From an optimization exercise on the open Yosys and OpenROAD flow, aimed at small area, a short achievable clock period and few clock cycles; shortcuts taken in it are not production practice. In this exercise RTL edits were held to simulation tests only and were not proved equivalent to the original. Power figures rest on the tool's default switching activity, not on a simulated workload.

// cache_top
module cache_top #(
    parameter ADDR_WIDTH = 16,
    parameter ADDR_WIDTH_SRAM = 8,
    parameter DATA_WIDTH = 8,
    parameter DEPTH = 2**ADDR_WIDTH_SRAM
)(
    input clk,
    input rst,
    input [ADDR_WIDTH-1:0] Address_cpu,
    input wr_rd_cpu,
    input cs_cpu,
    input [DATA_WIDTH-1:0] DOut_cpu,
    output wire [DATA_WIDTH-1:0] din_cpu,
    output wire rdy_cpu,
    input [DATA_WIDTH-1:0] DOut_sdram,
    output wire [ADDR_WIDTH-1:0] Address_sdram,
    output wire wr_rd_sdram,
    output wire mstrb_sdram,
    output wire [DATA_WIDTH-1:0] din_sdram
);
Settings: LEC_CHECK=0, CAP_MARGIN=20, CORE_AREA=3 3 61 61, CTS_BUF_LIST=sky130_fd_sc_hd__clkbuf_1, DIE_AREA=0 0 64 64, PLACE_DENSITY=0.6, SLEW_MARGIN=20; clock period 10.0 ns.
standard.sh (not shown) runs the stock make flow with config.mk's settings and CLKGATE_MAP_FILE= SYNTH_SCRIPT=/design/flow/synth_recipe.tcl, a recipe that flattens the netlist after the stock synthesis.
==> flow/flow/run.sh <==
#!/bin/bash
# The standard layout (the standard.sh: ORFS synthesis to finish), with
# two changes: the port buffers are the platform's smallest buffer (buf_1)
# instead of the resizer's default pick, and the clock tree uses clkbuf_1
# with no dummy loads. Make's full output goes to standard_make.log; each
# ORFS step keeps its own log under orfs/logs/.
set -euo pipefail
bash standard.sh \
  "BUFFER_PORTS_ARGS=-buffer_cell sky130_fd_sc_hd__buf_1" \
  "CTS_ARGS=-repair_clock_nets -buf_list sky130_fd_sc_hd__clkbuf_1 -root_buf sky130_fd_sc_hd__clkbuf_1 -dont_use_dummy_load" \
  finish > standard_make.log 2>&1
The starting point finished with timing, DRC and antenna clean.
Testbench counts at the start, summed over its fixed seeds: cycles 16,000.
Then changed:
--- a/flow/flow/run.sh
+++ b/flow/flow/run.sh
@@ -9,3 +9,3 @@
   "BUFFER_PORTS_ARGS=-buffer_cell sky130_fd_sc_hd__buf_1" \
-  "CTS_ARGS=-repair_clock_nets -buf_list sky130_fd_sc_hd__clkbuf_1 -root_buf sky130_fd_sc_hd__clkbuf_1 -dont_use_dummy_load" \
+  "CTS_ARGS=-sink_clustering_enable -sink_clustering_size 4 -sink_clustering_max_diameter 500 -sink_clustering_levels 0 -repair_clock_nets -buf_list sky130_fd_sc_hd__clkbuf_1 -root_buf sky130_fd_sc_hd__clkbuf_1 -dont_use_dummy_load" \
   finish > standard_make.log 2>&1
What happened: The changed run produced a clean layout; via count does not change; core utilization stays the same; hold slack does not change; total power is unchanged; wire length stays the same; first-iteration DRC count is unchanged; sequential share of layout area is unchanged.
Then changed:
==> flow/run.sh (new file) <==
#!/bin/bash
# synth_recipe.tcl (not shown) runs the flow's synth.tcl, then flattens the netlist and writes it again
# the make line also repeats each setting of config.mk as NAME=value (left out here)
make -C /OpenROAD-flow-scripts/flow DESIGN_CONFIG=/design/flow/config.mk WORK_HOME=/design/flow/orfs CLKGATE_MAP_FILE= SYNTH_SCRIPT=/design/flow/synth_recipe.tcl finish
CTS_BUF_LIST = default   (was sky130_fd_sc_hd__clkbuf_1)
removed: flow/flow/run.sh
removed: flow/standard.sh
The changed run ran to the end with no violations; combinational power climbs by well over a third; register-to-register slack improves by 0.03 ns; sequential power barely changes; first-iteration DRC count is unchanged; fmax stays the same; global-route usage goes down by 0.26 points; flip-flop and latch count does not change; routed wire length goes down by a few percent; non-clock buffer count does not change; design area rises by about a fifth.
Then changed:
==> flow/flow/run.sh (new file) <==
#!/bin/bash
# The standard layout (the standard.sh: ORFS synthesis to finish), with
# two changes: the port buffers are the platform's smallest buffer (buf_1)
# instead of the resizer's default pick, and the clock tree uses clkbuf_1
# with no dummy loads. Make's full output goes to standard_make.log; each
# ORFS step keeps its own log under orfs/logs/.
set -euo pipefail
bash standard.sh \
  "BUFFER_PORTS_ARGS=-buffer_cell sky130_fd_sc_hd__buf_1" \
  "CTS_ARGS=-sink_clustering_enable -repair_clock_nets -buf_list sky130_fd_sc_hd__clkbuf_1 -root_buf sky130_fd_sc_hd__clkbuf_1 -dont_use_dummy_load" \
  finish > standard_make.log 2>&1
==> flow/standard.sh (new file) <==
#!/bin/bash
# synth_recipe.tcl (not shown) runs the flow's synth.tcl, then flattens the netlist and writes it again
# the make line also repeats each setting of config.mk as NAME=value (left out here)
make -C /OpenROAD-flow-scripts/flow DESIGN_CONFIG=/design/flow/config.mk WORK_HOME=/design/flow/orfs CLKGATE_MAP_FILE= SYNTH_SCRIPT=/design/flow/synth_recipe.tcl "${@:-finish}"
CTS_BUF_LIST = sky130_fd_sc_hd__clkbuf_1   (was default)
removed: flow/run.sh
Effect: Synthesized cell count does not change; power fell by a quarter to a third; worst setup slack stays the same; wire length rose by a few percent; global-route usage rose by 0.26 points; final area fell by about a fifth; die area does not change.

-- what the ideal ports hide --
No port has a modelled driver above. Below, the same layouts with a new extraction and two added sets of constraints.
Step 1 (the two cells are an assumption about what drives the block):
set clk [get_ports {clk}]
set_driving_cell -lib_cell sky130_fd_sc_hd__clkbuf_16 $clk
set_driving_cell -lib_cell sky130_fd_sc_hd__buf_2 [delete_from_list [all_inputs] $clk]
Step 2 also shifts input and output timing later by t, the mid clock arrival at the registers, as if the neighbouring blocks saw the same clock.
a / b / c = ideal ports / drivers / drivers and shift; a / b = the first two.
| run | t (ns) | setup WS [ns] | worst setup path after step 2 | cell pins on the clock port's net |
|---|---|---|---|---|
| the first run | 0.228 | 6.000 / 5.943 / 5.943 | input to output | 1 |
| the second run | 0.228 | 6.000 / 5.943 / 5.943 | input to output | 1 |
| the third run | 0.244 | 6.000 / 5.943 / 5.943 | input to output | 1 |
| the fourth run | 0.228 | 6.000 / 5.943 / 5.943 | input to output | 1 |
After both steps every run listed still meets setup and hold.
